What follows belongs to an exercise in optimizing a design on an open flow for small area; a production flow would make more cautious choices. The RTL of this run was laid out without a check of its function. Power figures rest on the tool's default switching activity, not on a simulated workload.

### design/flow/config.mk
export PLATFORM = sky130hd
export DESIGN_NAME = RISCVCPU
export DESIGN_NICKNAME = RISCVCPU
export VERILOG_FILES = /design/flow/design.v
export SDC_FILE = /design/flow/constraint.sdc
export NUM_CORES = 4
export LEC_CHECK = 0
export CAP_MARGIN = 20
export CORE_MARGIN = 2
export CORE_UTILIZATION = 40
export SLEW_MARGIN = 20
### design/flow/constraint.sdc
create_clock -name core_clock -period 20.0 [get_ports {clock}]
set_input_delay 4.0000 -clock core_clock [delete_from_list [all_inputs] [get_ports {clock}]]
set_output_delay 4.0000 -clock core_clock [all_outputs]
set_load 0.01 [all_outputs]
### design/flow/design.v
localparam int TAGMSB = 19;
localparam int TAGLSB = 6;
localparam logic [2:0] NO_EXCEPTION= 3'b0;
localparam logic [2:0] INVALID_ADDR = 3'b1;
localparam logic [2:0] UNALIGNED_ACCESS = 3'b10;
localparam logic [2:0] OVERFLOW = 3'b11;
localparam logic [2:0] DIVIDE_BY_ZERO = 3'b100;
localparam logic [31:0] INIT_ADDR = 32'h0000000;
localparam logic [31:0] EXCPT_ADDR = 32'h0002004;
localparam logic [6:0] LW      = 7'b0000011;
localparam logic [6:0] SW      = 7'b0100011;
localparam logic [6:0] LB      = 7'b0000011;
localparam logic [6:0] SB      = 7'b0100011;
localparam logic [6:0] JALR    = 7'b1100111;
localparam logic [6:0] BEQ     = 7'b1100011;
localparam logic [31:0] NOP_INST= 32'h00000013;
localparam logic [6:0] ALUopR  = 7'b0110011;  
localparam logic [6:0] ALUopI  = 7'b0010011;  
localparam logic [6:0] DRAIN_CACHE = 7'b1111111;
localparam logic [2:0] ADD     = 3'b000;
localparam logic [2:0] SUB     = 3'b000;
localparam logic [2:0] MUL     = 3'b000;
localparam logic [6:0] ADDSUB  = 7'b0000000;
localparam logic [6:0] MULOP   = 7'b0000001;
localparam logic [2:0] LW_FUNCT3 = 3'b010;
localparam logic [2:0] SW_FUNCT3 = 3'b010;
localparam logic [2:0] LB_FUNCT3 = 3'b000;
localparam logic [2:0] SB_FUNCT3 = 3'b000;
localparam logic [2:0] LH_FUNCT3 = 3'b100;
localparam logic [2:0] SH_FUNCT3 = 3'b100;
localparam logic [2:0] DIV    = 3'b100;
typedef struct packed {
    logic stall;
    logic takebranch;
    logic dcache_stall;
    logic load_use_stall;
    logic stall_mul;
    logic [2:0] excpt_out;
} control_signals_t;
typedef struct packed {
    logic [31:0] instruction;
    logic [6:0]  opcode;
    logic [4:0]  rs1;
    logic [4:0]  rs2;
} if_id_bus_t;
typedef struct packed {
    logic [31:0] instruction;
    logic [31:0] decodeA;
    logic [31:0] decodeB;
    logic [31:0] branch_offset;
    logic [6:0]  opcode;
    logic [4:0]  rs1;
    logic [4:0]  rs2;
    logic [4:0]  rd;
    logic [2:0]  funct3;
    logic [6:0]  funct7;
    logic [31:0] imm_i;
} id_ex_bus_t;
typedef struct packed {
    logic [31:0] instruction;
    logic [31:0] alu_result;
    logic [31:0] b_val;
    logic [6:0]  opcode;
    logic [4:0]  rd;
    logic [2:0]  funct3;
} ex_mem_bus_t;
typedef struct packed {
    logic [31:0] instruction;
    logic [31:0] wb_value;
    logic [6:0]  opcode;
    logic [4:0]  rd;
} mem_wb_bus_t;
typedef struct packed {
    logic valid;
    logic dirty;
    logic [TAGMSB:TAGLSB] tag;
} cache_tag_type;
typedef struct packed {
    logic [1:0] index;
    logic       we;
} cache_req_type;
typedef logic [127:0] cache_data_type;
typedef struct packed {
    logic [31:0] addr;
    logic [31:0] data;
    logic        rw;
    logic        valid;
} cpu_req_type;
typedef struct packed {
    logic [31:0] data;
    logic        ready;
} cpu_result_type;
typedef struct packed {
    logic [31:0]    addr;
    logic [127:0]   data;
    logic           rw;
    logic           valid;
} mem_req_type;
typedef struct packed {
    cache_data_type data;
    logic           ready;
} mem_data_type;
typedef struct packed {
  logic        valid;
  logic [31:0] addr;
  logic [31:0] data;
  logic [3:0]  wstrb;
} sb_entry_t;
localparam id_ex_bus_t  id_ex_nop  = '0;
localparam ex_mem_bus_t ex_mem_nop = '0;
localparam mem_wb_bus_t mem_wb_nop = '0;
localparam if_id_bus_t  if_id_nop  = '0;
module RISCVCPU(
    input  logic         clock,
    input  logic         reset,
    output logic [31:0]  imem_addr,
    input  logic [127:0] imem_data,
    output logic [9:0]   dmem_index,
    input  logic [127:0] dmem_rdata,
    output logic         dmem_we,
    output logic [127:0] dmem_wdata,
    output logic         wb_en,
    output logic [4:0]   wb_rd,
    output logic [31:0]  wb_data
);
    control_signals_t ctrl_signals;
    if_id_bus_t if_id_bus_in, if_id_bus_out;
    id_ex_bus_t id_ex_bus_in, id_ex_bus_out;
    ex_mem_bus_t ex_mem_bus_in, ex_mem_bus_out;
    mem_wb_bus_t mem_wb_bus_in, mem_wb_bus_out;
    logic bypassAfromMEM, bypassBfromMEM;
    logic bypassAfromALUinWB, bypassBfromALUinWB;
    logic bypassAfromLDinWB, bypassBfromLDinWB;
    logic bypassDecodeAfromWB, bypassDecodeBfromWB;
    logic takebranch;
    logic load_use_stall;
    logic dCacheStall;
    logic iCacheStall;
    logic stall_mul;
    logic [2:0] excpt;
    logic [31:0] regfile_out_rs1, regfile_out_rs2;
    RegFile regfile(
        .clock(clock),
        .reset(reset),
        .mem_wb_bus_in(mem_wb_bus_out),
        .regfile_out_rs1(regfile_out_rs1),
        .regfile_out_rs2(regfile_out_rs2),
        .rs1_idx(id_ex_bus_in.rs1),
        .rs2_idx(id_ex_bus_in.rs2),
        .excpt_in(excpt),
        .excpt_inst_in(ex_mem_bus_out.instruction)
    );
    logic [31:0] JalAddr;
    logic [31:0] if_pc;
    IF if_stage(
        .clock(clock),
        .reset(reset),
        .stall(ctrl_signals.stall),
        .iCacheStall(iCacheStall),
        .takebranch(ctrl_signals.takebranch),
        .branch_offset(id_ex_bus_in.branch_offset),
        .id_ex_bus_in(id_ex_bus_in),
        .JalAddr(JalAddr),
        .excpt_in(excpt),
        .PC(if_pc)
    );
    ID id_stage(
        .clock(clock),
        .reset(reset),
        .if_id_bus_in(if_id_bus_out),
        .mem_wb_bus_in(mem_wb_bus_out),
        .ctrl_signals_in(ctrl_signals),
        .RegsVal1(regfile_out_rs1),
        .RegsVal2(regfile_out_rs2),
        .id_ex_bus_out(id_ex_bus_in)
    );
    EX ex_stage(
        .clock(clock),
        .reset(reset),
        .id_ex_bus_in(id_ex_bus_out),
        .id_ex_bus_in_mul(id_ex_bus_in),
        .ex_mem_bus_out(ex_mem_bus_in),
        .ex_mem_bus_in(ex_mem_bus_out),
        .mem_wb_bus_in(mem_wb_bus_out),
        .bypassAfromMEM(bypassAfromMEM),
        .bypassBfromMEM(bypassBfromMEM),
        .bypassAfromALUinWB(bypassAfromALUinWB),
        .bypassBfromALUinWB(bypassBfromALUinWB),
        .bypassAfromLDinWB(bypassAfromLDinWB),
        .bypassBfromLDinWB(bypassBfromLDinWB),
        .ctrl_signals_in(ctrl_signals),
        .stall_mul(stall_mul)
    );
    MEM mem_stage(
        .clock(clock),
        .reset(reset),
        .ex_mem_bus_in(ex_mem_bus_out),
        .mem_wb_bus_out(mem_wb_bus_in),
        .stall(dCacheStall),
        .excpt_in(excpt),
        .dmem_index(dmem_index),
        .dmem_rdata(dmem_rdata),
        .dmem_we(dmem_we),
        .dmem_wdata(dmem_wdata)
    );
    PipelineRegs pipeline_regs(
        .clock(clock),
        .reset(reset),
        .ctrl_signals(ctrl_signals),
        .if_id_bus_in(if_id_bus_in), .if_id_bus_out(if_id_bus_out),
        .id_ex_bus_in(id_ex_bus_in), .id_ex_bus_out(id_ex_bus_out),
        .ex_mem_bus_in(ex_mem_bus_in), .ex_mem_bus_out(ex_mem_bus_out),
        .mem_wb_bus_in(mem_wb_bus_in), .mem_wb_bus_out(mem_wb_bus_out),
        .excpt_in(excpt)
    );
    ControlUnit control_unit (
        .id_ex_bus_in(id_ex_bus_in),
        .ex_mem_bus_in(ex_mem_bus_in),
        .mem_wb_bus_in(mem_wb_bus_in),
        .takebranch(takebranch),
        .JalAddr(JalAddr)
    );
    HazardUnit hazard_unit(
        .id_ex_bus_in(id_ex_bus_in),
        .ex_mem_bus_in(ex_mem_bus_in),
        .ex_mem_bus_out(ex_mem_bus_out),
        .stall(load_use_stall),
        .excpt_out(excpt)
    );
    BypassUnit bypass_unit(
        .id_ex_bus_in(id_ex_bus_out),
        .ex_mem_bus_in(ex_mem_bus_out),
        .mem_wb_bus_in(mem_wb_bus_out),
        .bypassAfromMEM(bypassAfromMEM),
        .bypassBfromMEM(bypassBfromMEM),
        .bypassAfromALUinWB(bypassAfromALUinWB),
        .bypassBfromALUinWB(bypassBfromALUinWB),
        .bypassAfromLDinWB(bypassAfromLDinWB),
        .bypassBfromLDinWB(bypassBfromLDinWB),
        .bypassDecodeAfromWB(bypassDecodeAfromWB),
        .bypassDecodeBfromWB(bypassDecodeBfromWB)
    );
    logic [31:0] tlb_phys_addr;
    logic        iTLB_stall;
    ITLB i_tlb(
    .clock         (clock),
    .reset         (reset),
    .virt_addr_in  (if_pc), 
    .phys_addr_out (tlb_phys_addr),
    .iTLB_stall    (iTLB_stall)
);
    logic [31:0] iCache_instr;     
    logic [31:0] iCache_memAddr;   
    logic [127:0] iMem_data;        
    ICache i_cache(
    .clock       (clock),
    .reset       (reset),
    .addr_in     (tlb_phys_addr >> 2),
    .data_out    (iCache_instr),
    .iCache_stall(iCacheStall),
    .mem_addr    (iCache_memAddr),
    .mem_dataOut (iMem_data)
);
    assign imem_addr = iCache_memAddr;
    assign iMem_data = imem_data;
    assign if_id_bus_in.opcode = '0;
    assign if_id_bus_in.rs1 = '0;
    assign if_id_bus_in.rs2 = '0;
    assign if_id_bus_in.instruction = iCacheStall ? 32'h00000013 : iCache_instr;
    always_comb begin
        ctrl_signals.takebranch    = takebranch;
        ctrl_signals.dcache_stall  = dCacheStall;
        ctrl_signals.load_use_stall= load_use_stall;
        ctrl_signals.stall_mul     = stall_mul;
        ctrl_signals.excpt_out     = excpt;
        ctrl_signals.stall         = load_use_stall | dCacheStall | stall_mul | iTLB_stall;
    end
    assign wb_en   = (excpt == 3'b000) &&
                     ((mem_wb_bus_out.opcode == LW) || (mem_wb_bus_out.opcode == ALUopR) || (mem_wb_bus_out.opcode == ALUopI)) &&
                     (mem_wb_bus_out.rd != 0);
    assign wb_rd   = mem_wb_bus_out.rd;
    assign wb_data = mem_wb_bus_out.wb_value;
endmodule
module IF(
    input  logic clock,
    input  logic reset,
    input  logic stall,
    input  logic iCacheStall,   
    input  logic takebranch,
    input  logic [31:0] branch_offset,
    input  id_ex_bus_t id_ex_bus_in,
    input  logic [31:0] JalAddr,
    output if_id_bus_t if_id_bus_out,
    input logic [2:0] excpt_in,
    output logic [31:0] PC
);
    always_ff @(posedge clock or posedge reset) begin
        if (reset) begin
            PC <= INIT_ADDR;
        end else if (excpt_in) begin
            PC <= EXCPT_ADDR;
        end  
        else if (takebranch) begin
            if (id_ex_bus_in.opcode == JALR) 
                PC <= JalAddr;
            else
                PC <= (PC - 32'd4) + branch_offset;
        end 
        else if (!stall) begin
            if (iCacheStall)
                PC <= PC;           
            else
                PC <= PC + 32'd4;   
        end
    end
endmodule
module ITLB(
    input  logic         clock,
    input  logic         reset,
    input  logic [31:0]  virt_addr_in,
    output logic [31:0]  phys_addr_out,
    output logic         iTLB_stall
);
    typedef enum logic [1:0] {
        IDLE,
        FAULT
    } state_t;
    state_t curr_state, next_state;
    logic        tlb_valid;
    logic [21:0] tlb_vpn;    
    logic [21:0] tlb_ppn;    
    logic [3:0] fault_counter;
    wire [9:0] page_offset = virt_addr_in[9:0];
    always_ff @(posedge clock or posedge reset) begin
        if (reset) begin
            curr_state     <= FAULT;
            tlb_valid      <= 1'b0;     
            fault_counter  <= 4'd0;
            tlb_vpn        <= 22'd0;
            tlb_ppn        <= 22'd0;
        end
        else begin
            curr_state <= next_state;
            case (curr_state)
                IDLE: begin
                end
                FAULT: begin
                    if (fault_counter < 4'd10) begin
                        fault_counter <= fault_counter + 4'd1;
                    end
                    else begin
                        tlb_valid     <= 1'b1;
                        tlb_vpn       <= virt_addr_in[31:10]; 
                        tlb_ppn       <= virt_addr_in[31:10];  
                        fault_counter <= 4'd0;
                    end
                end
            endcase
        end
    end
    always_comb begin
        next_state   = curr_state;
        iTLB_stall   = 1'b0;   
        case (curr_state)
            IDLE: begin
                if (!tlb_valid || (virt_addr_in[31:10] != tlb_vpn)) begin
                    next_state   = FAULT;
                    iTLB_stall   = 1'b1;
                end
            end
            FAULT: begin
                iTLB_stall = 1'b1;
                if (fault_counter == 4'd10) begin
                    next_state = IDLE;
                end
            end
        endcase
    end
    assign phys_addr_out = (tlb_valid && (virt_addr_in[31:10] == tlb_vpn))
                           ? {tlb_ppn, page_offset} + 4'd0000
                           : 32'hDEAD_BEEF;
endmodule
module ICache(
    input  logic         clock,
    input  logic         reset,
    input  logic [31:0]  addr_in,
    output logic [31:0]  data_out,
    output logic         iCache_stall,
    output logic [31:0]  mem_addr,
    input  logic [127:0] mem_dataOut
);
    typedef enum logic [1:0] {
        RESET_STATE, 
        IDLE,        
        MISS          
    } cache_state_e;
    cache_state_e state, next_state;
    logic [1:0]  index;
    logic [27:0] tag_in; 
    logic [1:0]  offset;
    logic         validMem [3:0];
    logic [27:0]  tagMem   [3:0];
    logic [127:0] dataMem  [3:0];
    logic [2:0] miss_wait_counter;
    assign offset  = addr_in[1:0];    
    assign index   = addr_in[3:2];    
    assign tag_in  = addr_in[31:4];   
    assign mem_addr = addr_in & 32'hFFFFFFFC;
    logic hit;
    assign hit = validMem[index] && (tagMem[index] == tag_in);
    always_comb begin
        unique case (state)
            RESET_STATE:  iCache_stall = 1;       
            IDLE:         iCache_stall = !hit;    
            MISS:         iCache_stall = 1;       
            default:      iCache_stall = 1;
        endcase
    end
    always_comb begin
        next_state = state; 
        case (state)
            RESET_STATE: begin
                next_state = IDLE;
            end
            IDLE: begin
                if (!hit) begin
                    next_state = MISS;
                end
            end
            MISS: begin
                if (miss_wait_counter == 0)
                    next_state = IDLE;
            end
        endcase
    end
    always_ff @(posedge clock or posedge reset) begin
        if (reset) begin
            validMem[0] <= 0;
            validMem[1] <= 0;
            validMem[2] <= 0;
            validMem[3] <= 0;
            tagMem[0] <= '0;
            tagMem[1] <= '0;
            tagMem[2] <= '0;
            tagMem[3] <= '0;
            dataMem[0] <= '0;
            dataMem[1] <= '0;
            dataMem[2] <= '0;
            dataMem[3] <= '0;
            miss_wait_counter <= 0;
            state <= RESET_STATE;
        end
        else begin
            state <= next_state;  
            case (next_state)
                IDLE: begin
                    miss_wait_counter <= 0;
                end
                MISS: begin
                    if (state != MISS) begin
                        miss_wait_counter <= 2;
                    end
                    else if (miss_wait_counter > 0) begin
                        miss_wait_counter <= miss_wait_counter - 1;
                        if (miss_wait_counter == 1) begin
                            dataMem[index]  <= mem_dataOut;
                            tagMem[index]   <= tag_in;
                            validMem[index] <= 1'b1;
                        end
                    end
                end
                default: ;
            endcase
        end
    end
    always_comb begin
        if ((state == IDLE) && hit) begin
            unique case (offset)
                2'd0: data_out = dataMem[index][127 : 96];
                2'd1: data_out = dataMem[index][95  : 64];
                2'd2: data_out = dataMem[index][63  : 32];
                2'd3: data_out = dataMem[index][31  :  0];
            endcase
        end
        else begin
            data_out = 32'h00000000;
        end
    end
endmodule
module ID(
    input  logic clock,
    input  logic reset,
    input  if_id_bus_t if_id_bus_in,
    input  mem_wb_bus_t mem_wb_bus_in,
    input  control_signals_t ctrl_signals_in,
    input logic [31:0] RegsVal1,
    input logic [31:0] RegsVal2,
    output id_ex_bus_t id_ex_bus_out
);
    logic [6:0]  IFIDop;
    logic [4:0]  IFIDrs1, IFIDrs2, IFIDrd;
    logic [2:0]  IFIDfunct3;
    logic [6:0]  IFIDfunct7;
    Decoder dec(
        .instruction(if_id_bus_in.instruction),
        .opcode(IFIDop), .rs1(IFIDrs1), .rs2(IFIDrs2), .rd(IFIDrd),
        .funct3(IFIDfunct3), .funct7(IFIDfunct7)
    );
    logic [31:0] DecodeA, DecodeB;
    always_comb begin
        DecodeA = (mem_wb_bus_in.rd === IFIDrs1 && mem_wb_bus_in.rd !== 0 && ((mem_wb_bus_in.opcode === ALUopR)||(mem_wb_bus_in.opcode===ALUopI)||(mem_wb_bus_in.opcode===LW)))
                  ? mem_wb_bus_in.wb_value : RegsVal1;
        DecodeB = (mem_wb_bus_in.rd === IFIDrs2 && mem_wb_bus_in.rd !== 0 && ((mem_wb_bus_in.opcode === ALUopR)||(mem_wb_bus_in.opcode===ALUopI)||(mem_wb_bus_in.opcode===LW)))
                  ? mem_wb_bus_in.wb_value : RegsVal2;
    end
    logic [31:0] branch_offset;
    assign branch_offset = {{20{if_id_bus_in.instruction[31]}},
                            if_id_bus_in.instruction[31],
                            if_id_bus_in.instruction[7],
                            if_id_bus_in.instruction[30:25],
                            if_id_bus_in.instruction[11:8], 1'b0};
    logic [31:0] imm_i;
    assign imm_i = {{20{if_id_bus_in.instruction[31]}}, if_id_bus_in.instruction[31:20]};
    assign id_ex_bus_out.instruction = if_id_bus_in.instruction;
    assign id_ex_bus_out.decodeA = DecodeA;
    assign id_ex_bus_out.decodeB = DecodeB;
    assign id_ex_bus_out.branch_offset = branch_offset;
    assign id_ex_bus_out.imm_i = imm_i;
    assign id_ex_bus_out.opcode = IFIDop;
    assign id_ex_bus_out.rs1 = IFIDrs1;
    assign id_ex_bus_out.rs2 = IFIDrs2;
    assign id_ex_bus_out.rd  = IFIDrd;
    assign id_ex_bus_out.funct3 = IFIDfunct3;
    assign id_ex_bus_out.funct7 = IFIDfunct7;
endmodule
module Decoder(
    input  logic [31:0] instruction,
    output logic [6:0]  opcode,
    output logic [4:0]  rs1,
    output logic [4:0]  rs2,
    output logic [4:0]  rd,
    output logic [2:0]  funct3,
    output logic [6:0]  funct7
);
    assign opcode = instruction[6:0];
    assign rd     = instruction[11:7];
    assign funct3 = instruction[14:12];
    assign rs1    = instruction[19:15];
    assign rs2    = instruction[24:20];
    assign funct7 = instruction[31:25];
endmodule
module RegFile(
    input logic clock,
    input logic reset,
    input mem_wb_bus_t mem_wb_bus_in,
    output logic [31:0] regfile_out_rs1,
    output logic [31:0] regfile_out_rs2,
    input  logic [4:0] rs1_idx,
    input  logic [4:0] rs2_idx,
    input logic [2:0] excpt_in,
    input [31:0] excpt_inst_in
);
    logic [31:0] Regs[0:31];
    always  @(posedge clock) begin
        if (excpt_in) begin
        end else if (((mem_wb_bus_in.opcode == LW) || (mem_wb_bus_in.opcode == ALUopR) || (mem_wb_bus_in.opcode == ALUopI))
            && (mem_wb_bus_in.rd != 0)) begin
            Regs[mem_wb_bus_in.rd] <= mem_wb_bus_in.wb_value;
        end
        Regs[0] <= 0;
    end
    assign regfile_out_rs1 = Regs[rs1_idx];
    assign regfile_out_rs2 = Regs[rs2_idx];
endmodule
module EX(
    input  logic clock,
    input  logic reset,
    input  id_ex_bus_t id_ex_bus_in,
    input  id_ex_bus_t id_ex_bus_in_mul,
    input  mem_wb_bus_t mem_wb_bus_in,
    output ex_mem_bus_t ex_mem_bus_out,
    input ex_mem_bus_t ex_mem_bus_in,
    input bypassAfromMEM,
    input bypassBfromMEM,
    input bypassAfromALUinWB,
    input bypassBfromALUinWB,
    input bypassAfromLDinWB,
    input bypassBfromLDinWB,
    input control_signals_t ctrl_signals_in,
    output logic stall_mul
    );
    logic [31:0] Ain, Bin;
    logic [31:0] BValue;  
    ALUInputSelect alu_input_select(
        .clock(clock),
        .IDEXop(id_ex_bus_in.opcode),
        .IDEXIR(id_ex_bus_in.instruction),
        .IDEXA(id_ex_bus_in.decodeA),
        .IDEXB(id_ex_bus_in.decodeB),
        .EXMEMALUOut(ex_mem_bus_in.alu_result),
        .MEMWBValue(mem_wb_bus_in.wb_value),
        .bypassAfromMEM(bypassAfromMEM),
        .bypassAfromALUinWB(bypassAfromALUinWB),
        .bypassAfromLDinWB(bypassAfromLDinWB),
        .bypassBfromMEM(bypassBfromMEM),
        .bypassBfromALUinWB(bypassBfromALUinWB),
        .bypassBfromLDinWB(bypassBfromLDinWB),
        .Ain(Ain),
        .Bin(Bin),
        .BypassRs2SW(BValue)
    );
    logic [31:0] EXMEMALUOut;
    logic [31:0] singleCycleALUResult;
    ALU alu(
        .clock(clock),
        .Ain(Ain),
        .Bin(Bin),
        .IDEXop(id_ex_bus_in.opcode),
        .IDEXfunct3(id_ex_bus_in.funct3),
        .IDEXfunct7(id_ex_bus_in.funct7),
        .EXMEMALUOut(singleCycleALUResult)
    );
    logic isMUL;
    logic [2:0] mul_stall_counter;
    logic startMulCycle;
    assign isMUL = (id_ex_bus_in.opcode == ALUopR) &&
                (id_ex_bus_in.funct7 == 7'b0000001) &&
                (id_ex_bus_in.funct3 == 3'b000);
    assign stall_mul = (isMUL && mul_stall_counter == 0) || (mul_stall_counter > 1);
    always_ff @(posedge clock or posedge reset) begin
        if (reset) begin
            mul_stall_counter <= 3'd0;
        end else begin
            if (isMUL && mul_stall_counter == 0) begin
                mul_stall_counter <= 3'd5;
            end else if (mul_stall_counter > 0) begin
                mul_stall_counter <= mul_stall_counter - 1;
            end
        end
    end
    logic [31:0] mul_result;
    logic        mul_valid_out;
    logic        mul_stall_out;
    MUL mul_unit(
        .clock(clock),
        .reset(reset),
        .A_in(Ain),
        .B_in(Bin),
        .valid_in(isMUL),        
        .result_out(mul_result),
        .valid_out(mul_valid_out),
        .stall_out(mul_stall_out)
    );
    always_comb begin
        if (isMUL && mul_valid_out)
            EXMEMALUOut = mul_result;    
        else if (isMUL && stall_mul)
            EXMEMALUOut = 32'd0;         
        else
            EXMEMALUOut = singleCycleALUResult;
    end
    assign ex_mem_bus_out.instruction = id_ex_bus_in.instruction;
    assign ex_mem_bus_out.alu_result = EXMEMALUOut;
    assign ex_mem_bus_out.b_val = (id_ex_bus_in.funct3 == SB_FUNCT3) ? {{24{BValue[7]}},  BValue[7:0]}  :   
                              (id_ex_bus_in.funct3 == SH_FUNCT3) ? {{16{BValue[15]}}, BValue[15:0]} :   
                            BValue;   
    assign ex_mem_bus_out.opcode = id_ex_bus_in.opcode;
    assign ex_mem_bus_out.rd = id_ex_bus_in.rd;
    assign ex_mem_bus_out.funct3 = id_ex_bus_in.funct3;
endmodule
module ALUInputSelect(
    input  logic clock,
    input  logic [6:0] IDEXop,
    input  logic [31:0] IDEXIR,
    input  logic [31:0] IDEXA,
    input  logic [31:0] IDEXB,
    input  logic [31:0] EXMEMALUOut,
    input  logic [31:0] MEMWBValue,
    input  logic bypassAfromMEM,
    input  logic bypassAfromALUinWB,
    input  logic bypassAfromLDinWB,
    input  logic bypassBfromMEM,
    input  logic bypassBfromALUinWB,
    input  logic bypassBfromLDinWB,
    output logic [31:0] Ain,
    output logic [31:0] Bin,
    output logic [31:0] BypassRs2SW  
);
    logic [31:0] BypassB;
    assign Ain = (bypassAfromMEM === 1'b1) ? EXMEMALUOut
             : ((bypassAfromALUinWB === 1'b1) || (bypassAfromLDinWB === 1'b1))
                ? MEMWBValue
                : IDEXA;
    assign BypassB = (bypassBfromMEM === 1'b1) ? EXMEMALUOut :
                     ((bypassBfromALUinWB === 1'b1) || (bypassBfromLDinWB === 1'b1)) ? MEMWBValue
                    : IDEXB;
    assign BypassRs2SW = BypassB;  
    logic [31:0] imm_i;  
    logic [31:0] imm_s;
    assign imm_i = {{20{IDEXIR[31]}}, IDEXIR[31:20]};
    assign imm_s = {{20{IDEXIR[31]}}, IDEXIR[31:25], IDEXIR[11:7]};
    assign Bin =
        (IDEXop == ALUopI || IDEXop == LW) ? imm_i :
        (IDEXop == SW)                    ? imm_s :
                                            BypassB;
endmodule
module ALU(
    input  logic clock,
    input  logic [31:0] Ain,
    input  logic [31:0] Bin,
    input  logic [6:0] IDEXop,
    input  logic [2:0] IDEXfunct3,
    input  logic [6:0] IDEXfunct7,
    output logic [31:0] EXMEMALUOut
);
    always_comb begin
        EXMEMALUOut = 0;
        if (IDEXop == LW || IDEXop == SW || IDEXop == ALUopI) begin
            case (IDEXop)
                LW, SW: EXMEMALUOut = Ain + Bin;
                ALUopI: begin
                    case (IDEXfunct3)
                        3'b000: EXMEMALUOut = Ain + Bin; 
                        3'b010: EXMEMALUOut = ($signed(Ain) < $signed(Bin)) ? 1 : 0;
                        3'b001: EXMEMALUOut = Ain << Bin[4:0];
                        default: EXMEMALUOut = 0;
                    endcase
                end
            endcase
        end else if (IDEXop == ALUopR) begin
            case ({IDEXfunct7, IDEXfunct3})
                {7'b0000000, 3'b000}: EXMEMALUOut = Ain + Bin;
                {7'b0100000, 3'b000}: EXMEMALUOut = Ain - Bin;
                {7'b0000000, 3'b111}: EXMEMALUOut = Ain & Bin;
                {7'b0000000, 3'b110}: EXMEMALUOut = Ain | Bin;
                {7'b0000001, 3'b000}: EXMEMALUOut = Ain * Bin;
                {7'b0000000, 3'b010}: EXMEMALUOut = ($signed(Ain) < $signed(Bin)) ? 1 : 0;
                default: EXMEMALUOut = 0;
            endcase
        end
    end
endmodule
module MUL(
    input  logic         clock,
    input  logic         reset,
    input  logic [31:0]  A_in,
    input  logic [31:0]  B_in,
    input  logic         valid_in,    
    output logic [31:0]  result_out,
    output logic         valid_out,   
    output logic         stall_out    
);
    logic [31:0] stage1_value;
    logic [31:0] stage2_value;
    logic [31:0] stage3_value;
    logic [31:0] stage4_value;
    logic [31:0] stage5_value;
    logic stage1_valid, stage2_valid, stage3_valid, stage4_valid, stage5_valid;
    logic [2:0] mul_stall_counter;
    always_ff @(posedge clock or posedge reset) begin
        if (reset) begin
            mul_stall_counter <= 3'd0;
        end
        else begin
            if (valid_in) begin
                mul_stall_counter <= 3'd4;
            end
            else if (mul_stall_counter > 0) begin
                mul_stall_counter <= mul_stall_counter - 1;
            end
        end
    end
    assign stall_out = (mul_stall_counter > 0);
    always_ff @(posedge clock or posedge reset) begin
        if (reset) begin
            stage1_value <= 32'd0;
            stage1_valid <= 1'b0;
        end
        else begin
            if (valid_in) begin
                stage1_value <= A_in * B_in;   
                stage1_valid <= 1'b1;
            end
            else begin
                stage1_value <= 32'd0;
                stage1_valid <= 1'b0;
            end
        end
    end
    always_ff @(posedge clock or posedge reset) begin
        if (reset) begin
            stage2_value <= 32'd0;
            stage2_valid <= 1'b0;
        end
        else begin
            stage2_value <= stage1_value;
            stage2_valid <= stage1_valid;
        end
    end
    always_ff @(posedge clock or posedge reset) begin
        if (reset) begin
            stage3_value <= 32'd0;
            stage3_valid <= 1'b0;
        end
        else begin
            stage3_value <= stage2_value;
            stage3_valid <= stage2_valid;
        end
    end
    always_ff @(posedge clock or posedge reset) begin
        if (reset) begin
            stage4_value <= 32'd0;
            stage4_valid <= 1'b0;
        end
        else begin
            stage4_value <= stage3_value;
            stage4_valid <= stage3_valid;
        end
    end
    always_ff @(posedge clock or posedge reset) begin
        if (reset) begin
            stage5_value <= 32'd0;
            stage5_valid <= 1'b0;
        end
        else begin
            stage5_value <= stage4_value;
            stage5_valid <= stage4_valid;
        end
    end
    assign result_out = stage5_value;
    assign valid_out  = stage5_valid;
endmodule
module MEM(
    input  logic                 clock,
    input  logic                 reset,
    input ex_mem_bus_t          ex_mem_bus_in,
    output mem_wb_bus_t          mem_wb_bus_out,
    output logic                stall,
    input logic [2:0]               excpt_in,
    output logic [9:0]          dmem_index,
    input  logic [127:0]        dmem_rdata,
    output logic                dmem_we,
    output logic [127:0]        dmem_wdata
);
    localparam ENTRY_COUNT = 4;
    cpu_req_type  cpu_req;
    assign cpu_req.addr  = ex_mem_bus_in.alu_result;   
    assign cpu_req.data  = ex_mem_bus_in.b_val;        
    assign cpu_req.rw    = (ex_mem_bus_in.opcode == SW);  
    assign cpu_req.valid = (
        (ex_mem_bus_in.opcode == LW) ||
        (ex_mem_bus_in.opcode == SW) 
    );
    mem_req_type   mem_req;
    mem_data_type  mem_data;
    logic [3:0] wstrb;
    always_comb begin
        wstrb = 4'b0000;
        if (ex_mem_bus_in.opcode == SW ) begin
            wstrb = 4'b1111;
            if (ex_mem_bus_in.funct3 == SB_FUNCT3) begin
                case (ex_mem_bus_in.alu_result[1:0])
                    2'b00: wstrb = 4'b0001;
                    2'b01: wstrb = 4'b0010;
                    2'b10: wstrb = 4'b0100;
                    2'b11: wstrb = 4'b1000;
                endcase
            end
        end
    end
    logic             sb_enq_valid;
    logic [31:0]      sb_enq_addr, sb_enq_data;
    logic             sb_enq_ready;
    logic             sb_deq_req;
    logic             sb_deq_valid;
    logic [31:0]      sb_deq_addr, sb_deq_data;
    logic             sb_drain_done;  
    logic [31:0] sb_load_data;
    logic        sb_load_hit;
    logic [2:0] sb_count;
    logic force_sb_drain;   
    StoreBuffer #(.ENTRY_COUNT(4)) sb (
        .clock       (clock),
        .reset       (reset),
        .enq_valid   (sb_enq_valid),
        .enq_addr    (sb_enq_addr),
        .enq_data    (sb_enq_data),
        .enq_ready   (sb_enq_ready),
        .enq_wstrb   (wstrb),
        .deq_req     (sb_deq_req),
        .deq_addr    (sb_deq_addr),
        .deq_data    (sb_deq_data),
        .deq_valid   (sb_deq_valid),
        .load_addr   (cpu_req.addr),
        .sb_load_data(sb_load_data),
        .sb_load_hit (sb_load_hit),
        .count_out(sb_count),
        .full       (force_sb_drain),   
        .flush       (1'b0),  
        .excpt_in    (excpt_in)
    );
    cpu_result_type cpu_res;
    dm_cache_fsm cache_controller(
        .clock       (clock),
        .reset       (reset),
        .cpu_req   (cpu_req),
        .cpu_res   (cpu_res),
        .mem_req   (mem_req),
        .mem_data  (mem_data),
        .sb_drain_valid(sb_deq_valid),    
        .sb_drain_addr (sb_deq_addr),
        .sb_drain_data (sb_deq_data),
        .sb_drain_done (sb_drain_done),   
        .force_drain   (force_sb_drain),   
        .excpt_in      (excpt_in)
    );
    DMemory main_memory (
        .clock    (clock),
        .reset    (reset),
        .mem_req  (mem_req),    
        .mem_data (mem_data),    
        .excpt_in (excpt_in),
        .dmem_index (dmem_index),
        .dmem_rdata (dmem_rdata),
        .dmem_we    (dmem_we),
        .dmem_wdata (dmem_wdata)
    );
    assign sb_deq_req = sb_deq_valid && ( ~cpu_req.valid || force_sb_drain );
    logic store_hit_and_done;
    assign store_hit_and_done = (cpu_req.valid && cpu_req.rw && cpu_res.ready);
    assign sb_enq_valid = store_hit_and_done;
    assign sb_enq_addr  = cpu_req.addr;
    assign sb_enq_data  = cpu_req.data;
    logic [31:0] finalValue;
    logic [31:0] rawData;
    always_comb begin
        finalValue = '0;
        rawData = '0;
        unique case (ex_mem_bus_in.opcode)
            ALUopR, ALUopI: begin
            finalValue = ex_mem_bus_in.alu_result;
            end
            LW: begin
            if (sb_load_hit) begin
                rawData = sb_load_data;  
            end else begin
                rawData = cpu_res.data; 
            end
            if (ex_mem_bus_in.funct3 == 3'b000) begin
                unique case (ex_mem_bus_in.alu_result[1:0])
                2'b11: finalValue = {{24{rawData[ 7]}}, rawData[ 7:0]};
                2'b10: finalValue = {{24{rawData[15]}}, rawData[15:8]};
                2'b01: finalValue = {{24{rawData[23]}}, rawData[23:16]};
                2'b00: finalValue = {{24{rawData[31]}}, rawData[31:24]};
                endcase
            end
            else begin
                finalValue = rawData;
            end
            end
            SW: begin
            finalValue = 32'b0;
            end
            default: begin
            finalValue = ex_mem_bus_in.alu_result;
            end
        endcase
    end
    assign mem_wb_bus_out.instruction = ex_mem_bus_in.instruction;
    assign mem_wb_bus_out.opcode      = ex_mem_bus_in.opcode;
    assign mem_wb_bus_out.rd          = ex_mem_bus_in.rd;
    assign mem_wb_bus_out.wb_value    = finalValue;
    assign stall = (
        (~cpu_res.ready && cpu_req.valid)
        || (store_hit_and_done && ~sb_enq_ready)
        || (force_sb_drain)
    );
endmodule
module StoreBuffer #(
  parameter ENTRY_COUNT = 4
)(
  input  logic                clock,
  input  logic                reset,
  input  logic                enq_valid,       
  input  logic [31:0]         enq_addr,
  input  logic [31:0]         enq_data,
  output logic                enq_ready,       
  input  logic [3:0]          enq_wstrb, 
  input  logic                deq_req,         
  output logic [31:0]         deq_addr,
  output logic [31:0]         deq_data,
  output logic                deq_valid,       
  input  logic [31:0]         load_addr,
  output logic [31:0]         sb_load_data,
  output logic                sb_load_hit,
  output logic [$clog2(ENTRY_COUNT+1)-1:0] count_out,
  output logic full,
  input  logic                flush,
  input logic [2:0]              excpt_in
);
  logic        sb_valid [ENTRY_COUNT];
  logic [31:0] sb_addr  [ENTRY_COUNT];
  logic [31:0] sb_data  [ENTRY_COUNT];
  logic [3:0]  sb_wstrb [ENTRY_COUNT];
  int unsigned head, tail;
  logic [$clog2(ENTRY_COUNT+1)-1:0] count; 
  always_ff @(posedge clock or posedge reset) begin
    if (reset) begin
      head  <= '0;
      tail  <= '0;
      count <= '0;
      for (int i=0; i<ENTRY_COUNT; i++) begin
        sb_valid[i] <= 1'b0;
      end
    end else if (excpt_in != 3'b000) begin
      head  <= '0;
      tail  <= '0;
      count <= '0;
      for (int i=0; i<ENTRY_COUNT; i++) begin
        sb_valid[i] <= 1'b0;
      end
    end else begin
      if (flush) begin
        head  <= '0;
        tail  <= '0;
        count <= '0;
        for (int i=0; i<ENTRY_COUNT; i++) begin
          sb_valid[i] <= 1'b0;
        end
      end
      else begin
        if (enq_valid && enq_ready) begin
          sb_valid[tail] <= 1'b1;
          sb_addr[tail]  <= enq_addr;
          sb_data[tail]  <= enq_data;
          sb_wstrb[tail] <= enq_wstrb;
          tail  <= (tail + 1) % ENTRY_COUNT;
          count <= count + 1;
        end
        if (deq_req && deq_valid) begin
          sb_valid[head] <= 1'b0;
          head  <= (head + 1) % ENTRY_COUNT;
          count <= count - 1;
        end
      end
    end
  end
  function logic [31:0] apply_wstrb(
    input logic [31:0] old_data,
    input logic [31:0] new_data,
    input logic [3:0]  wstrb
  );
    logic [31:0] out;
    out = old_data;
    if (wstrb[3]) out[ 7: 0] = new_data[ 7: 0];
    if (wstrb[2]) out[15: 8] = new_data[15: 8];
    if (wstrb[1]) out[23:16] = new_data[23:16];
    if (wstrb[0]) out[31:24] = new_data[31:24];
    apply_wstrb = out;
  endfunction
  assign enq_ready = (count < ENTRY_COUNT);
  assign deq_valid = (count > 0);
  assign deq_addr = sb_addr[head];
  assign deq_data = sb_data[head];
  logic        match_found;
  logic [31:0] match_data;
  logic [31:0] newest_idx;
  logic [31:0] base_data;   
  logic [31:0] merged_data;
  always_comb begin
    match_found = 1'b0;
    base_data   = '0;
    sb_load_hit  = 1'b0;
    sb_load_data = base_data;
    merged_data = base_data;
    for (int i = ENTRY_COUNT-1; i >= 0; i--) begin
      if (sb_valid[i] && (sb_addr[i] == load_addr)) begin
        sb_load_hit  = 1'b1;
        merged_data  = apply_wstrb(merged_data, sb_data[i], sb_wstrb[i]);
      end
    end
    sb_load_data = merged_data;
  end
  assign count_out    = count;
  assign full         = (count == ENTRY_COUNT);
endmodule
module dm_cache_fsm (
  input  bit                     clock,
  input  bit                     reset,
  input  cpu_req_type cpu_req,     
  input  mem_data_type mem_data,   
  output mem_req_type  mem_req,    
  output cpu_result_type cpu_res,   
  input  logic          sb_drain_valid,   
  input  logic [31:0]   sb_drain_addr,
  input  logic [31:0]   sb_drain_data,
  output logic          sb_drain_done,    
  input logic force_drain,
  input logic [2:0] excpt_in
);
  typedef enum {
    idle,
    compare_tag,
    allocate,
    write_back,
    drain_store   
  } cache_state_type;
  cache_state_type rstate, vstate;
  cache_tag_type tag_read;    
  cache_tag_type tag_write;   
  cache_req_type tag_req;     
  cache_data_type data_read;    
  cache_data_type data_write;   
  cache_req_type  data_req;     
  cpu_result_type v_cpu_res;
  mem_req_type v_mem_req;
  assign mem_req = v_mem_req;
  assign cpu_res = v_cpu_res;
  logic        use_cpu_req;    
  logic [31:0] active_addr;
  logic [31:0] active_wdata;   
  logic [31:0] write_back_addr;   
  always_comb begin
    if (cpu_req.valid && !force_drain) begin
      use_cpu_req  = 1'b1;
      active_addr  = cpu_req.addr;
      active_wdata = cpu_req.data;
    end
    else if (sb_drain_valid) begin
      use_cpu_req  = 1'b0;
      active_addr  = sb_drain_addr;
      active_wdata = sb_drain_data;
    end
    else begin
      use_cpu_req  = 1'b0;
      active_addr  = 32'b0;
      active_wdata = 32'b0;
    end
  end
  always_comb begin
    vstate = rstate;
    v_cpu_res = '0;
    tag_write = '0;
    tag_req.we = '0;
    tag_req.index = active_addr[5:4];
    data_req.we = '0;
    data_req.index = active_addr[5:4];
    data_write = data_read;
    case (active_addr[3:2])
      2'b00: data_write[31:0]   = active_wdata;
      2'b01: data_write[63:32]  = active_wdata;
      2'b10: data_write[95:64]  = active_wdata;
      2'b11: data_write[127:96] = active_wdata;
    endcase
    case (cpu_req.addr[3:2])
      2'b00: v_cpu_res.data = data_read[31:0];
      2'b01: v_cpu_res.data = data_read[63:32];
      2'b10: v_cpu_res.data = data_read[95:64];
      2'b11: v_cpu_res.data = data_read[127:96];
    endcase
    v_mem_req.addr  = active_addr;
    v_mem_req.data  = data_read;
    v_mem_req.rw    = '0;
    v_mem_req.valid = '0;
    sb_drain_done = 1'b0;
    if (rstate == write_back) begin
      v_mem_req.addr = write_back_addr;
    end
    else begin
      v_mem_req.addr  = active_addr;
    end
    case (rstate)
      idle: begin
        if (use_cpu_req) begin
          vstate = compare_tag;
        end
        else if (sb_drain_valid) begin
          tag_req.we     = 1'b1;
          tag_write.tag   = sb_drain_addr[TAGMSB:TAGLSB];     
          tag_write.valid = 1'b1;
          tag_write.dirty = 1'b1;
          data_req.we    = 1'b1;
          sb_drain_done = 1'b1;
          vstate = idle;
            vstate = idle;
          end
        else begin
          vstate = idle;
        end
      end
      compare_tag: begin
        if ((cpu_req.addr[TAGMSB:TAGLSB] == tag_read.tag) &&
            (tag_read.valid)) begin
          v_cpu_res.ready = '1;  
          if (cpu_req.rw) begin
            tag_req.we    = '1;
            tag_write.tag   = tag_read.tag;
            tag_write.valid = '1;
            tag_write.dirty = '1;
          end
          vstate = idle;
        end else begin
          tag_req.we       = '1;
          tag_write.valid  = '1;
          tag_write.tag    = cpu_req.addr[TAGMSB:TAGLSB];
          tag_write.dirty  = cpu_req.rw;
          v_mem_req.valid = '1;
          if ((tag_read.valid == 1'b0) || (tag_read.dirty == 1'b0)) begin
            vstate = allocate;
          end else begin
            v_mem_req.rw   = '1;  
            vstate = write_back;
          end
        end
      end
      allocate: begin
        v_mem_req.valid = '1;
        if (mem_data.ready) begin
          vstate = compare_tag;
          data_write = mem_data.data;
          data_req.we = '1;
        end
      end
      write_back: begin
        v_mem_req.rw = '1;  
        v_mem_req.addr = write_back_addr;  
        if (mem_data.ready) begin
          v_mem_req.valid = '1;
          v_mem_req.rw    = '0;  
          vstate          = allocate;
        end
      end
      drain_store: begin
        vstate = idle;
      end
    endcase
  end
  always_ff @(posedge clock) begin
    if (reset | excpt_in  ) begin
      rstate <= idle;
      write_back_addr <= 32'b0;  
    end
    else begin
      rstate <= vstate;
      if ((rstate == compare_tag) && (vstate == write_back)) begin
        write_back_addr <= { tag_read.tag, active_addr[TAGLSB-1:0] };
      end
    end
  end
  dm_cache_tag ctag (
    .clock      (clock),
    .reset      (reset),
    .tag_req  (tag_req),
    .tag_write(tag_write),
    .tag_read (tag_read)
  );
  dm_cache_data cdata (
    .clock        (clock),
    .reset        (reset),
    .data_req   (data_req),
    .data_write (data_write),
    .data_read  (data_read)
  );
endmodule
module dm_cache_data (
  input  bit              clock,
  input  bit              reset,        
  input  cache_req_type   data_req,     
  input  cache_data_type  data_write,   
  output cache_data_type  data_read     
);
  logic [127:0] data_mem [0:3];
  assign data_read = data_mem[data_req.index];
  always_ff @(posedge clock or posedge reset) begin
    if (reset) begin
      for (int i = 0; i < 4; i++) begin
        data_mem[i] <= '0;
      end
    end else if (data_req.we) begin
      data_mem[data_req.index] <= data_write;
    end
  end
endmodule
module dm_cache_tag (
  input  bit                 clock,       
  input  bit                 reset,       
  input  cache_req_type      tag_req,     
  input  cache_tag_type      tag_write,   
  output cache_tag_type      tag_read     
);
  logic [TAGMSB-TAGLSB+2:0] tag_mem [0:3];
  assign tag_read = tag_mem[tag_req.index];
  always_ff @(posedge clock or posedge reset) begin
    if (reset) begin
      for (int i = 0; i < 4; i++) begin
        tag_mem[i] <= '0;
      end
    end else if (tag_req.we) begin
      tag_mem[tag_req.index] <= tag_write;
    end
  end
endmodule
module DMemory(
    input  logic                     clock,
    input  logic                     reset,
    input  mem_req_type   mem_req,
    output mem_data_type  mem_data,
    input  logic [2:0]           excpt_in,
    output logic [9:0]    dmem_index,
    input  logic [127:0]  dmem_rdata,
    output logic          dmem_we,
    output logic [127:0]  dmem_wdata
);
  typedef enum logic [1:0] { M_IDLE, M_WAIT } mstate_t;
  mstate_t rstate, vstate;
  logic [2:0] waitCount;
  assign dmem_index = mem_req.addr[13:4];
  assign dmem_wdata = mem_req.data;
  assign dmem_we    = !excpt_in && rstate == M_WAIT && waitCount == 1 && mem_req.rw == 1'b1;
  always_ff @(posedge clock or posedge reset) begin
    if (reset) begin
      rstate     <= M_IDLE;
      waitCount  <= 0;
    end
    else if (excpt_in) begin
      rstate     <= M_IDLE;
      waitCount  <= 0;
    end
    else begin
      rstate <= vstate;
      if (rstate == M_IDLE && mem_req.valid) begin
        waitCount <= 5;
      end
      else if (rstate == M_WAIT && waitCount != 0) begin
        waitCount <= waitCount - 1;
      end
    end
  end
  always_comb begin
    mem_data.data  = '0;
    mem_data.ready = 1'b0;
    vstate         = rstate;
    case (rstate)
      M_IDLE: begin
        if (mem_req.valid) begin
          vstate = M_WAIT;
        end
      end
      M_WAIT: begin
        if (waitCount == 0) begin
          vstate         = M_IDLE;
          mem_data.ready = 1'b1;
          if (mem_req.rw == 1'b0) begin
            mem_data.data = dmem_rdata;
          end
        end
      end
      default: ;
    endcase
  end
endmodule
module PipelineRegs(
    input logic clock,
    input logic reset,
    input control_signals_t ctrl_signals,
    input if_id_bus_t if_id_bus_in,
    output if_id_bus_t if_id_bus_out,
    input id_ex_bus_t id_ex_bus_in,
    output id_ex_bus_t id_ex_bus_out,
    input ex_mem_bus_t ex_mem_bus_in,
    output ex_mem_bus_t ex_mem_bus_out,
    input mem_wb_bus_t mem_wb_bus_in,
    output mem_wb_bus_t mem_wb_bus_out,
    input logic [2:0] excpt_in
);
    if_id_bus_t if_id_reg;
    id_ex_bus_t id_ex_reg;
    ex_mem_bus_t ex_mem_reg;
    mem_wb_bus_t mem_wb_reg;
    always_ff @(posedge clock or posedge reset) begin
        if (reset) begin
            if_id_reg <= if_id_nop;
            id_ex_reg <= id_ex_nop;
            ex_mem_reg <= ex_mem_nop;
            mem_wb_reg <= mem_wb_nop;
        end
        else if (excpt_in) begin
            if_id_reg <= if_id_nop;
            id_ex_reg <= id_ex_nop;
            ex_mem_reg <= ex_mem_nop;
            mem_wb_reg <= ex_mem_bus_in;
        end else if (ctrl_signals.stall_mul) begin
            mem_wb_reg <= mem_wb_bus_in;
        end else if (ctrl_signals.takebranch && !ctrl_signals.stall) begin
            if_id_reg <= if_id_nop;
            id_ex_reg <= id_ex_bus_in;
            ex_mem_reg <= ex_mem_bus_in;
            mem_wb_reg <= mem_wb_bus_in;
        end else if (ctrl_signals.dcache_stall) begin
            mem_wb_reg <= mem_wb_reg;
        end else if (ctrl_signals.load_use_stall) begin
            id_ex_reg <= id_ex_nop;
            ex_mem_reg <= ex_mem_bus_in;
            mem_wb_reg <= mem_wb_bus_in;
        end else begin
            if_id_reg <= if_id_bus_in;
            id_ex_reg <= id_ex_bus_in;
            ex_mem_reg <= ex_mem_bus_in;
            mem_wb_reg <= mem_wb_bus_in;
        end
    end
    assign if_id_bus_out = if_id_reg;
    assign id_ex_bus_out = id_ex_reg;
    assign ex_mem_bus_out = ex_mem_reg;
    assign mem_wb_bus_out = mem_wb_reg;
endmodule
module ControlUnit(
    input id_ex_bus_t id_ex_bus_in,
    input ex_mem_bus_t ex_mem_bus_in,
    input mem_wb_bus_t mem_wb_bus_in,
    output logic takebranch,
    output logic [31:0] JalAddr
);
    logic bypassAfromMEM, bypassBfromMEM;
    logic bypassAfromALUinWB, bypassBfromALUinWB;
    logic bypassAfromLDinWB, bypassBfromLDinWB;
    logic bypassDecodeAfromWB, bypassDecodeBfromWB;
    BypassUnit bypass_unit(
        .id_ex_bus_in(id_ex_bus_in),
        .ex_mem_bus_in(ex_mem_bus_in),
        .mem_wb_bus_in(mem_wb_bus_in),
        .bypassAfromMEM(bypassAfromMEM),
        .bypassBfromMEM(bypassBfromMEM),
        .bypassAfromALUinWB(bypassAfromALUinWB),
        .bypassBfromALUinWB(bypassBfromALUinWB),
        .bypassAfromLDinWB(bypassAfromLDinWB),
        .bypassBfromLDinWB(bypassBfromLDinWB),
        .bypassDecodeAfromWB(bypassDecodeAfromWB),
        .bypassDecodeBfromWB(bypassDecodeBfromWB)
    );
    logic takebranch_int;
    logic [31:0] A;
    logic [31:0] B;
    assign A = (bypassAfromMEM === 1'b1) ? ex_mem_bus_in.alu_result
             : ((bypassAfromALUinWB === 1'b1) || (bypassAfromLDinWB === 1'b1))
                ? mem_wb_bus_in.wb_value
                : id_ex_bus_in.decodeA;
    assign B = (bypassBfromMEM === 1'b1) ? ex_mem_bus_in.alu_result
             : ((bypassBfromALUinWB === 1'b1) || (bypassBfromLDinWB === 1'b1))
                ? mem_wb_bus_in.wb_value
                : id_ex_bus_in.decodeB;
    assign takebranch_int = ((id_ex_bus_in.opcode == BEQ) && (A == B)) || (id_ex_bus_in.opcode == JALR);
    assign JalAddr = A + id_ex_bus_in.imm_i;
    assign takebranch = takebranch_int;
endmodule
module HazardUnit(
    input  id_ex_bus_t   id_ex_bus_in,
    input  ex_mem_bus_t ex_mem_bus_in,
    input  ex_mem_bus_t ex_mem_bus_out,
    output logic stall,
    output logic [2:0] excpt_out
);
    logic load_use_hazard;
    always_comb begin
        load_use_hazard = (ex_mem_bus_in.opcode == LW) && (
            (((id_ex_bus_in.opcode == LW)) && (id_ex_bus_in.rs1 == ex_mem_bus_in.rd)) ||
            ((id_ex_bus_in.opcode == SW) && ((id_ex_bus_in.rs1 == ex_mem_bus_in.rd) || (id_ex_bus_in.rs2 == ex_mem_bus_in.rd))) ||
            (((id_ex_bus_in.opcode == ALUopR) || (id_ex_bus_in.opcode == ALUopI)) && 
             ((id_ex_bus_in.rs1 == ex_mem_bus_in.rd) || (id_ex_bus_in.rs2 == ex_mem_bus_in.rd))) ||
            ((id_ex_bus_in.opcode == JALR) && (id_ex_bus_in.rs1 == ex_mem_bus_in.rd)) ||
            ((id_ex_bus_in.opcode == BEQ) && ((id_ex_bus_in.rs1 == ex_mem_bus_in.rd)  || (id_ex_bus_in.rs2 == ex_mem_bus_in.rd)))
        );
    end
    always_comb begin
        excpt_out = NO_EXCEPTION;
        if ((ex_mem_bus_out.opcode === LW || ex_mem_bus_out.opcode === SW) && (ex_mem_bus_out.funct3 != SB_FUNCT3 || ex_mem_bus_out.funct3 != LB_FUNCT3)) begin
            if (ex_mem_bus_out.alu_result[1:0] !== 2'b00) begin
                excpt_out = UNALIGNED_ACCESS;
            end
        end else if (id_ex_bus_in.opcode === ALUopR && id_ex_bus_in.funct3 === DIV) begin
            if (id_ex_bus_in.decodeB === 0) begin
                excpt_out = DIVIDE_BY_ZERO;
            end
        end else begin
            excpt_out = NO_EXCEPTION;
        end
    end
    assign stall = load_use_hazard;
endmodule
module BypassUnit(
    input id_ex_bus_t   id_ex_bus_in,
    input ex_mem_bus_t  ex_mem_bus_in,
    input mem_wb_bus_t  mem_wb_bus_in,
    output logic         bypassAfromMEM,
    output logic         bypassBfromMEM,
    output logic         bypassAfromALUinWB,
    output logic         bypassBfromALUinWB,
    output logic         bypassAfromLDinWB,
    output logic         bypassBfromLDinWB,
    output logic         bypassDecodeAfromWB,
    output logic         bypassDecodeBfromWB
);
    assign bypassAfromMEM = (id_ex_bus_in.rs1 == ex_mem_bus_in.rd) && (id_ex_bus_in.rs1 != 0) &&
                            ((ex_mem_bus_in.opcode == ALUopR) || (ex_mem_bus_in.opcode == ALUopI) || (ex_mem_bus_in.opcode == SW));
    assign bypassBfromMEM = (id_ex_bus_in.rs2 == ex_mem_bus_in.rd) && (id_ex_bus_in.rs2 != 0) &&
                            ((ex_mem_bus_in.opcode == ALUopR) || (ex_mem_bus_in.opcode == ALUopI) || (ex_mem_bus_in.opcode == SW));
    assign bypassAfromALUinWB = (id_ex_bus_in.rs1 == mem_wb_bus_in.rd) && (id_ex_bus_in.rs1 != 0) &&
                                ((mem_wb_bus_in.opcode == ALUopR) || (mem_wb_bus_in.opcode == ALUopI) || (mem_wb_bus_in.opcode == SW));
    assign bypassBfromALUinWB = (id_ex_bus_in.rs2 == mem_wb_bus_in.rd) && (id_ex_bus_in.rs2 != 0) &&
                                ((mem_wb_bus_in.opcode == ALUopR) || (mem_wb_bus_in.opcode == ALUopI) || (mem_wb_bus_in.opcode == SW));
    assign bypassAfromLDinWB = (id_ex_bus_in.rs1 == mem_wb_bus_in.rd) && (id_ex_bus_in.rs1 != 0) &&
                               (mem_wb_bus_in.opcode == LW);
    assign bypassBfromLDinWB = (id_ex_bus_in.rs2 == mem_wb_bus_in.rd) && (id_ex_bus_in.rs2 != 0) &&
                               (mem_wb_bus_in.opcode == LW);
endmodule
### design/flow/run.sh
#!/bin/bash
# synth_recipe.tcl (not shown) runs the flow's synth.tcl, then flattens the netlist and writes it again
# the make line also repeats each setting of config.mk as NAME=value (left out here)
make -C /OpenROAD-flow-scripts/flow DESIGN_CONFIG=/design/flow/config.mk WORK_HOME=/design/flow/orfs CLKGATE_MAP_FILE= SYNTH_SCRIPT=/design/flow/synth_recipe.tcl finish
==> summary.txt <==
-- worst max-delay path, delay by kind of cell, from the launching register on --
family,cells,cell delay (ps)
flops,1,700
fa+ha+maj,9,4240
compound gates,17,4510
xor+xnor,3,860
simple gates,7,3420
buf+inv,6,1000
-- cell families (layout without fill, tap and decap cells) --
group,Yosys count,count (layout),share of synthesized area
AO/OA/AOI/OAI,3702,3702,0.135
XOR/XNOR,477,477,0.0251
adder cells (fa/ha/maj),743,743,0.0723
buffers and inverters,1870,2230,0.0447
flip-flops,3000,3000,0.474
multiplexers,1693,1693,0.133
other,1,22,0.0000219
AND/OR/NAND/NOR,4636,4636,0.116
-- final timing paths --
| kind | to | cells past startpoint | start |
|---|---|---|---|
| max | pipeline_regs.if_id_reg[38] | 42 | pipeline_regs.mem_wb_reg[4] |
| min | ex_stage.mul_unit.stage4_value[28] | 0 | ex_stage.mul_unit.stage3_value[28] |
| max reg2reg | pipeline_regs.if_id_reg[38] | 42 | pipeline_regs.mem_wb_reg[4] |
| min reg2reg | ex_stage.mul_unit.stage4_value[28] | 0 | ex_stage.mul_unit.stage3_value[28] |
| max in group asynchronous | i_cache.dataMem[2][64] | 7 | reset |
| min in group asynchronous | mem_stage.cache_controller.cdata.data_mem[2][25] | 2 | reset |
-- cells in the final DEF (no fill, tap or decap), drive strengths merged, types with 61 or more instances in the layout --
cell,synthesis,layout
nand4,116,116
a221oi,118,118
nor3,133,133
nand2,2312,2312
clkdlybuf4s50,0,462
nand2b,67,67
dfrtp,1693,1693
edfxtp,1264,1264
fa,413,413
clkbuf,800,484
xnor2,292,292
nor4,70,70
a31oi,90,90
mux2,608,608
and2,100,100
a21oi,889,889
buf,370,459
o22ai,87,87
and3,85,85
xor2,176,176
inv,691,709
a22oi,193,193
o31ai,131,131
o211ai,83,83
a211oi,159,159
nor2,1327,1327
mux4,400,400
mux2i,685,685
a222oi,61,61
nand3,159,159
o221ai,100,100
o21ai,1320,1320
clkinv,9,92
ha,329,329
-- cell usage after synthesis, types with 89 or more instances --
| cell | n |
|---|---|
| o31ai_1 | 124 |
| buf_2 | 138 |
| buf_1 | 134 |
| fa_1 | 413 |
| a211oi_1 | 158 |
| nand3_1 | 159 |
| o221ai_1 | 100 |
| inv_1 | 678 |
| and2_1 | 98 |
| dfrtp_1 | 1693 |
| nor3_1 | 131 |
| nor2_1 | 1325 |
| xnor2_1 | 292 |
| o21ai_0 | 1276 |
| mux4_2 | 400 |
| clkbuf_1 | 800 |
| ha_1 | 329 |
| mux2i_1 | 684 |
| nand2_1 | 2311 |
| a21oi_1 | 880 |
| xor2_1 | 176 |
| mux2_2 | 608 |
| a31oi_1 | 89 |
| a22oi_1 | 193 |
| nand4_1 | 115 |
| edfxtp_1 | 1264 |
| a221oi_1 | 117 |
-- layout make-up --
class,instances,area (µm²)
tap,5687,7120
sequential,3000,81200
inverter,700,2640
fill,39858,233000
multi-input combinational,11255,83300
timing repair buffer,921,8470
clock buffer,484,9500
antenna,18,45.0
clock inverter,125,1360
-- report_power, final --
part / leakage, µW / internal, µW / switching [µW]
clock network: 0.00533 / 3550 / 2660
logic: 0.0375 / 3660 / 7950
registers: 0.0335 / 7660 / 580
-- per-stage QoR --
| stage | worst slack [ps] | util | std cells | cell area, µm² |
|---|---|---|---|---|
| 2_1_floorplan | -9830 | - | 16125 | 171000 |
| 3_3_place_gp | 5890 | 0.427 | 21550 | 182000 |
| 3_5_place_dp | 5590 | 0.428 | 21555 | 183000 |
| 4_1_cts | 5530 | 0.453 | 22164 | 193000 |
| 5_1_grt | 4560 | 0.454 | 22173 | 194000 |
| 6_report | 4980 | 0.454 | 22190 | 194000 |
-- metal layers --
layer	vias up	GRT usage
met5	-	0.00332
met3	1787	0.0758
li1	58187	-
met4	80	0.152
met1	68262	0.406
met2	7873	0.447
==> impl_metrics.env <==
export IMPL_status="complete, no violations"
export IMPL_portBuffers=462
export IMPL_cts_tree="yes"
export IMPL_p_per_area_nw_per_um2=135
export IMPL_rows=240
export IMPL_fmax_mhz=66.6
export IMPL_cpMaxStageDelayCell="nor3_2"
export IMPL_worstPathArrival_ps=15830
export IMPL_ctsHoldBuffers=0
export IMPL_ir_worst_vdd_v=0.000222
export IMPL_crit_path_max_fanout=33
export IMPL_clock_path_buffers=4
export IMPL_synth_edf_count=1264
export IMPL_grt_pass1_vias=130185
export IMPL_synth_area_leader_cell="dfrtp_1"
export IMPL_vias=136189
export IMPL_finalSetupViolations=0
export IMPL_htree_num_levels=5
export IMPL_dp_hpwl_um=457000
export IMPL_die_w_um=659
export IMPL_cp_common_cell="fa_1"
export IMPL_cp_start_kind="flip-flop"
export IMPL_tns_ps=0
export IMPL_post_cts_buffers=0
export IMPL_critPathMaxStageDelay_ps=840
export IMPL_synth_top_area_share=0.247
export IMPL_ant_nets=0
export IMPL_tightest_slew_ps=1320
export IMPL_hold_class="flip-flop to flip-flop"
export IMPL_yosysUniqueCellTypes=123
export IMPL_endpoint_kind="flip-flop"
export IMPL_drive_above_1_share=0.135
export IMPL_grt_pass1_wl_um=957000
export IMPL_first_pass_iters=7
export IMPL_cts_repair_resized=0
export IMPL_ios=467
export IMPL_ctsRootBufferMaster="clkbuf_16"
export IMPL_r2r_slack_ps=4980
export IMPL_synthToLayoutAreaGrowth_pct=13.0
export IMPL_wl_per_cell_um=30.2
export IMPL_die_h_um=659
export IMPL_largest_registers="regfile.Regs x992, i_cache.dataMem x512, mem_stage.cache_controller.cdata.data_mem x512"
export IMPL_grtUsageTotal=0.301
export IMPL_syn_inst=16122
export IMPL_wirelength_um=669000
export IMPL_cp_required_ps=20810
export IMPL_cts_buffers=335
export IMPL_wl_met1_um=268000
export IMPL_synthFlopType="dfrtp_1"
export IMPL_grt_ovfl_total=0
export IMPL_viasPerCell=6.14
export IMPL_rsz0062_at_grt="false"
export IMPL_async_flop_share=0.565
export IMPL_finalMaxSlewViolations=0
export IMPL_p_leak_uw=0.0763
export IMPL_cts_clk_slew_worst_paths_ps=70
export IMPL_dr_wl_met2_um=287000
export IMPL_largest_register_ffs=992
export IMPL_clock_sinks=3000
export IMPL_fin_crit_sh=0.751
export IMPL_skew_ps=69.2
export IMPL_hold_viol=0
export IMPL_timing_hold_ws_ps=330
export IMPL_start_util=0.401
export IMPL_drc=0
export IMPL_coreArea_um2=427000
export IMPL_fin_crit_ps=15020
export IMPL_regMostFlops="regfile.Regs"
export IMPL_ys_seq_elements=3000
export IMPL_grt_max_degree=197
export IMPL_antenna_found_initial=74
export IMPL_syn_area_um2=171000
export IMPL_maxCapViolations=0
export IMPL_crit_type="flip-flop to flip-flop"
export IMPL_drtIter0Drc=17819
export IMPL_clock_latency_ps=1000
export IMPL_die_area_um2=434000
export IMPL_avgSynthCellArea_um2=10.6
export IMPL_nets=17213
export IMPL_place_congestion=1.05
export IMPL_synth_seq_area_share=0.474
export IMPL_top_layer="met5"
export IMPL_ys_warn_count=26
export IMPL_power_uw=26100
export IMPL_synth_area_leaders="dfrtp_1 (25%), edfxtp_1 (22%), mux4_2 (5.3%)"
export IMPL_wl_met3_um=72100
export IMPL_slew_headroom=0.110

port drivers added, routing unchanged:
The flow's constraints put no driver on any port. The routed layout listed below was extracted and timed again, unchanged, in two steps. Step 1 sets driving cells, clkbuf_16 on the clock port and buf_2 on the other inputs (assumed; they add their load-dependent delay and slew). Step 2 times the ports against the registers' clock, not the clock port: input delays grow and output delays shrink by t, the midpoint of the rising clock arrivals with the driver on. Three values: ideal ports, drivers, drivers and shift; two values: the first two.
t (ns): 1.084
slack for setup (ns): 4.979 / 4.979 / 4.979
clock arrival spread, ns: 0.072 / 0.072
worst data-port slew with drivers (ns): 0.19
After both steps this run still meets setup and hold. The setup slack of this run moves by 0.000 ns with the drivers and by 0.000 ns with both steps.
